This is an optimization exercise on Yosys and OpenROAD, whose aim is small area, not a production implementation. At most, simulation tests tie the RTL to the original design; equivalence was not proved. Power figures rest on the tool's default switching activity, not on a simulated workload.

== yarrow ==
==> flow/design.v (excerpt) <==
module uart_frame_top (
  input  logic        clk,
  input  logic        rst,        
  input  logic        key0,       
  input  logic        key1,       
  input  logic        sw0,        
  output logic        uart_tx
);
Size: about 420 cells after synthesis, about 6 I/O pins, roughly 4600 um^2 of cells after synthesis.
export LEC_CHECK = 0
export CAP_MARGIN = 20
export CORE_MARGIN = 2
export CORE_UTILIZATION = 60
export CTS_BUF_LIST = sky130_fd_sc_hd__clkbuf_4
export SLEW_MARGIN = 20
create_clock -name core_clock -period 10.0 [get_ports {clk}]
run.sh (not shown) runs the stock make flow with config.mk's settings and CLKGATE_MAP_FILE= SYNTH_SCRIPT=/design/flow/synth_recipe.tcl, a recipe that flattens the netlist after the stock synthesis.
#### Input delta (garnet over yarrow)
Settings: CORE_UTILIZATION: 60 -> 40; CTS_BUF_LIST: sky130_fd_sc_hd__clkbuf_4 -> sky130_fd_sc_hd__clkbuf_16; CTS_CLUSTER_SIZE: unset -> 100; CTS_CLUSTER_DIAMETER: unset -> 200.
## What came out
Number of cells on the critical path (higher): yarrow. Sequential share of layout area, garnet and yarrow: larger value in yarrow. NOTE fmax yarrow->garnet increased by a few percent. Relative to yarrow, part of the power in registers decreased by 11 points in garnet. garnet and yarrow ended up with nearly the same fraction of final layout cells with drive strength greater than 1. Ratio of final minimum period to clock period, garnet and yarrow: larger value in yarrow. Taking yarrow over garnet, the overall power consumption ratio works out to 0.808. Core region area, garnet vs yarrow: up by more than half. Side by side, worst setup slack after placement turned out higher in garnet than in yarrow. Comparing garnet with yarrow, the total number of vias came out essentially unchanged. garnet: effective utilization at floorplan 22 points below yarrow.
--- input diff garnet..indigo ---
Settings: changing CTS_BUF_LIST from sky130_fd_sc_hd__clkbuf_16 to sky130_fd_sc_hd__clkbuf_4; removing CTS_CLUSTER_SIZE (formerly 100); removing CTS_CLUSTER_DIAMETER (formerly 200).
Notes after the runs:
indigo against garnet: worst-case register-to-register setup slack -20 ps, critical path buffer and inverter count neither gained nor lost much, clock-buffer cell count shows a reduction of 3.
Relative to garnet, slew at the pin closest to its max-slew limit decreased by 19 ps in indigo.
Diff garnet -> indigo | routed wire length | down by a few percent
Via count of the first global-routing pass: indigo < garnet
Delta(part of the power in combinational logic, indigo - garnet) > 0
Delta (indigo minus garnet): share of the cycle needed by the critical path after routing saw an increase; wire length per cell after detailed routing lower; worst path arrival time went up 120 ps; global-route usage has decreased.
The flow did not stop early for indigo: all stages ran, and the layout cleared the timing, DRC and antenna checks.
No functional check of the RTL was part of any run of this note.

========
== north ==
uart_frame_top, a different RTL version from the one above (not shown whole).
Size in the first run: ~130 flip-flops, roughly 6 I/O pins, about 4500 um2 of cells after synthesis.
Settings: LEC_CHECK=0, CAP_MARGIN=20, CORE_MARGIN=2, CORE_UTILIZATION=40, CTS_BUF_LIST=sky130_fd_sc_hd__clkbuf_4, SLEW_MARGIN=20; clock period 10.0 ns.
standard.sh (not shown) runs the stock make flow with config.mk's settings and CLKGATE_MAP_FILE= SYNTH_SCRIPT=/design/flow/synth_recipe.tcl, a recipe that flattens the netlist after the stock synthesis.
==> flow/flow/run.sh <==
#!/bin/bash
set -euo pipefail
export CTS_ARGS="-sink_clustering_enable -repair_clock_nets -dont_use_dummy_load -sink_clustering_size 32 -sink_clustering_max_diameter 200 -buf_list sky130_fd_sc_hd__clkbuf_8"
bash standard.sh > standard.log 2>&1
Setup changes, north to south
==> flow/flow/run.sh <==
#!/bin/bash
set -euo pipefail
export CTS_ARGS="-sink_clustering_enable -repair_clock_nets -dont_use_dummy_load -buf_list sky130_fd_sc_hd__clkbuf_4"
export BUFFER_PORTS_ARGS="-buffer_cell sky130_fd_sc_hd__buf_1"
export RECOVER_POWER=100
bash standard.sh > standard.log 2>&1
-- flow/config.mk --
<<< north, line 9
export CORE_MARGIN = 2
export CORE_UTILIZATION = 40
export CTS_BUF_LIST = sky130_fd_sc_hd__clkbuf_4
>>> south, line 9
export CORE_MARGIN = 2
export CORE_UTILIZATION = 75
export CTS_BUF_LIST = sky130_fd_sc_hd__clkbuf_4
Notes after the runs:
In terms of count of pins on the block boundary, south and north differ only marginally. Per the comparison of south with north, total length of routed wires +about 4.3%, number of buffers between clock root and the deepest sink ~0 delta. Going from north to south, total power moved down, total iterations of the first detailed-routing run moved down. north leaves less setup margin than south. Going from north to south, global-route wire length before repair rose by 3.7%; die area dropped about 45%. Slack of the worst reg-to-reg path: south vs north up 0.10 ns.
Edits applied to the flow inputs when going from south to east:
-- flow/flow/run.sh --
<<< south, line 4
export BUFFER_PORTS_ARGS="-buffer_cell sky130_fd_sc_hd__buf_1"
export RECOVER_POWER=100
bash standard.sh > standard.log 2>&1
>>> east, line 4
export BUFFER_PORTS_ARGS="-buffer_cell sky130_fd_sc_hd__buf_1"
bash standard.sh > standard.log 2>&1
-- flow/config.mk --
<<< south, line 9
export CORE_MARGIN = 2
export CORE_UTILIZATION = 75
export CTS_BUF_LIST = sky130_fd_sc_hd__clkbuf_4
>>> east, line 9
export CORE_MARGIN = 2
export CORE_UTILIZATION = 40
export CTS_BUF_LIST = sky130_fd_sc_hd__clkbuf_4
[summary]
- | overall power of the completed layout | south vs east | ≈ equal |
- Against south, wire length in east came out better.
- For combinational cell fraction of total power, east and south come out practically identical.
Input changes introduced in west (baseline for comparison: east):
-- flow/flow/run.sh --
<<< east, line 4
export BUFFER_PORTS_ARGS="-buffer_cell sky130_fd_sc_hd__buf_1"
bash standard.sh > standard.log 2>&1
>>> west, line 4
export BUFFER_PORTS_ARGS="-buffer_cell sky130_fd_sc_hd__buf_1"
export RECOVER_POWER=100
bash standard.sh > standard.log 2>&1
[summary]
From east to west the numbers moved as follows: share of total power in the clock network +0.2 points, worst-case hold slack shrank by 0.0032 ns, combinational power share has decreased.
Launch point of the critical path: rst -> west, k[3] -> east

========
Setup of gamma:
uart_frame_top, a different RTL version from the one above (not shown whole).
Size in the first run: ~130 flip-flops, about 6 I/O pins, about 0.0044 mm^2 of cells after synthesis.
==> flow/design.v (excerpt) <==
module uart_frame_top (
  input  logic        clk,
  input  logic        rst,        
  input  logic        key0,       
  input  logic        key1,       
  input  logic        sw0,        
  output logic        uart_tx
);
  logic [3:0] k;       
  logic [6:0] f;       
  logic [3:0] bidx;    
  logic       capt;    
  wire k9 = k[3] & k[0];
  wire k0 = (k == 4'd0);
  wire k4 = (k == 4'd4);
  wire cap_end = k9 & (f == 7'd47 || f[6:2] == 5'b01100);
  wire t0      = (f == 7'd47) & ~k[0];
  wire [3:0] tk = {k9 | (&k[2:0]), ~k[3] & (&k[1:0]), k[0] & ~k[3], 1'b1};
  wire [6:0] tf;
  wire [3:0] ti;
  wire       ie = k9 & capt;
  assign tf[0] = k[0];
  assign ti[0] = ie;
  for (genvar i = 1; i < 7; i++) begin : g_tf
    assign tf[i] = tf[i-1] & f[i-1];
  end
  for (genvar i = 1; i < 4; i++) begin : g_ti
    assign ti[i] = ti[i-1] & bidx[i-1];
  end
  wire wf = k[0] & (&f);
  wire wi = ie & (&bidx);
  always_ff @(posedge clk) begin
    if (rst) begin
      k <= 4'd0; f <= 7'd124; bidx <= 4'd7; capt <= 1'b0;
    end else begin
      k    <= k ^ tk;
      f    <= (f ^ tf) | {2'b0, wf, wf, 1'b0, wf, 1'b0};
      bidx <= (bidx ^ ti) | {1'b0, {3{wi}}};
      if (k9) capt <= cap_end;
    end
  end
  logic [9:0] rt;
  logic       cyt;
  logic       bstep;       
  logic       init;        
  wire [4:0] bv = rt[5:1];
  wire [4:0] cv = {rt[0], rt[9:6]};
  logic [9:0] rs2;
  wire h9 = ~init & rs2[0];
  wire h4 = ~init & rs2[5];
  wire tick_ball   = k9 & h9 & (&bv);
  wire tick_ai     = k9 & h9 & (&cv);
  wire tick_paddle = tick_ball | (k9 & ~h9 & (bv == 5'd19));
  wire x_t = init | rt[0];
  wire k_le2 = ~k[3] & ~k[2] & ~(k[1] & k[0]);
  always_ff @(posedge clk) begin
    if (rst)     cyt <= 1'b1;
    else if (k9) cyt <= h9;
    else if (k4) cyt <= ~h4;
  ...
==> flow/config.mk <==
export PLATFORM = sky130hd
export DESIGN_NAME = uart_frame_top
export DESIGN_NICKNAME = uart_frame_top
export VERILOG_FILES = /design/flow/design.v
export SDC_FILE = /design/flow/constraint.sdc
export NUM_CORES = 4
export LEC_CHECK = 0
export CAP_MARGIN = 20
export CORE_MARGIN = 2
export CORE_UTILIZATION = 75
export CTS_BUF_LIST = sky130_fd_sc_hd__clkbuf_4
export SLEW_MARGIN = 20
==> flow/constraint.sdc <==
create_clock -name core_clock -period 10.0 [get_ports {clk}]
set_input_delay 2.0000 -clock core_clock [delete_from_list [all_inputs] [get_ports {clk}]]
set_output_delay 2.0000 -clock core_clock [all_outputs]
set_load 0.01 [all_outputs]
==> flow/flow/run.sh <==
#!/bin/bash
# The standard layout (standard.sh: ORFS synthesis to final layout), with
# three settings passed to ORFS through its environment:
# - clock tree synthesis adds no dummy load cells,
# - the input and output ports are buffered with buf_1,
# - after global routing, gates off the critical paths are downsized.
# Each ORFS step writes its own log under orfs/logs; make's output goes to
# standard.log.
set -euo pipefail
export CTS_ARGS="-sink_clustering_enable -repair_clock_nets -dont_use_dummy_load -buf_list sky130_fd_sc_hd__clkbuf_4"
export BUFFER_PORTS_ARGS="-buffer_cell sky130_fd_sc_hd__buf_1"
export RECOVER_POWER=100
bash standard.sh > standard.log 2>&1
gamma | status: complete | timing, DRC, antenna: pass
--- input diff gamma..beta ---
# gamma
export LEC_CHECK = 0
export CAP_MARGIN = 20
export CORE_MARGIN = 2
export CORE_UTILIZATION = 75
export CTS_BUF_LIST = sky130_fd_sc_hd__clkbuf_4
export SLEW_MARGIN = 20
create_clock -name core_clock -period 10.0 [get_ports {clk}]
# beta
export LEC_CHECK = 0
export CAP_MARGIN = 20
export CORE_MARGIN = 2
export CORE_UTILIZATION = 85
export CTS_BUF_LIST = sky130_fd_sc_hd__clkbuf_4
export SLEW_MARGIN = 20
create_clock -name core_clock -period 10.0 [get_ports {clk}]
==> comparison <==
beta finished every stage and its layout cleared the timing, DRC and antenna checks. Between gamma and beta, period utilization increased. gamma consumes less power than beta. Looking at maximum net fanout on the critical path, beta sits 2 below gamma. beta against gamma: number of logic inverters in the finished layout has remained practically unchanged, share of total power in sequential cells lower. Comparing overall die area for gamma and beta, the bigger number came from gamma. Worst hold slack was higher in the run labelled gamma. The signed area change from the synthesized netlist to the final layout of beta and that of gamma are within noise of each other. Going from gamma to beta, share of the final layout cell area in multi-input gates held steady; routed wire length saw an increase. The non-clock buffer contribution to total cell area was comparable across gamma and beta.

==> port drivers added, routing unchanged <==
No port has a modelled driver above. Below, the same layouts with a new extraction and two added sets of constraints. Step 1, drivers: a clkbuf_16 drives clk and a buf_2 each remaining input, both assumed. Step 2 times the ports against the registers' clock, not the clock port: input delays grow and output delays shrink by t, the midpoint of the rising clock arrivals with the driver on. a / b / c = ideal ports / drivers / drivers and shift; a / b = the first two.
run	shift t [ns]	setup WS [ns]	clock arrival spread, ns	cell pins on the clock port's net
yarrow	0.513	6.250 / 6.221 / 6.267	0.018 / 0.018	1
garnet	0.442	6.364 / 6.326 / 6.271	0.011 / 0.011	1
indigo	0.544	6.239 / 6.207 / 6.285	0.013 / 0.013	1
north	0.453	6.426 / 6.394 / 6.163	0.035 / 0.035	1
south	0.522	6.670 / 6.670 / 6.230	0.038 / 0.038	1
east	0.508	6.639 / 6.639 / 6.522	0.042 / 0.042	1
west	0.516	6.680 / 6.683 / 6.173	0.046 / 0.045	1
gamma	0.522	6.709 / 6.705 / 6.183	0.051 / 0.051	1
beta	0.518	6.655 / 6.629 / 6.197	0.034 / 0.034	1
After both steps setup and hold are still met in every run listed. The setup slack of gamma, which loses most, moves by -0.004 ns with the drivers and by -0.526 ns with both steps.
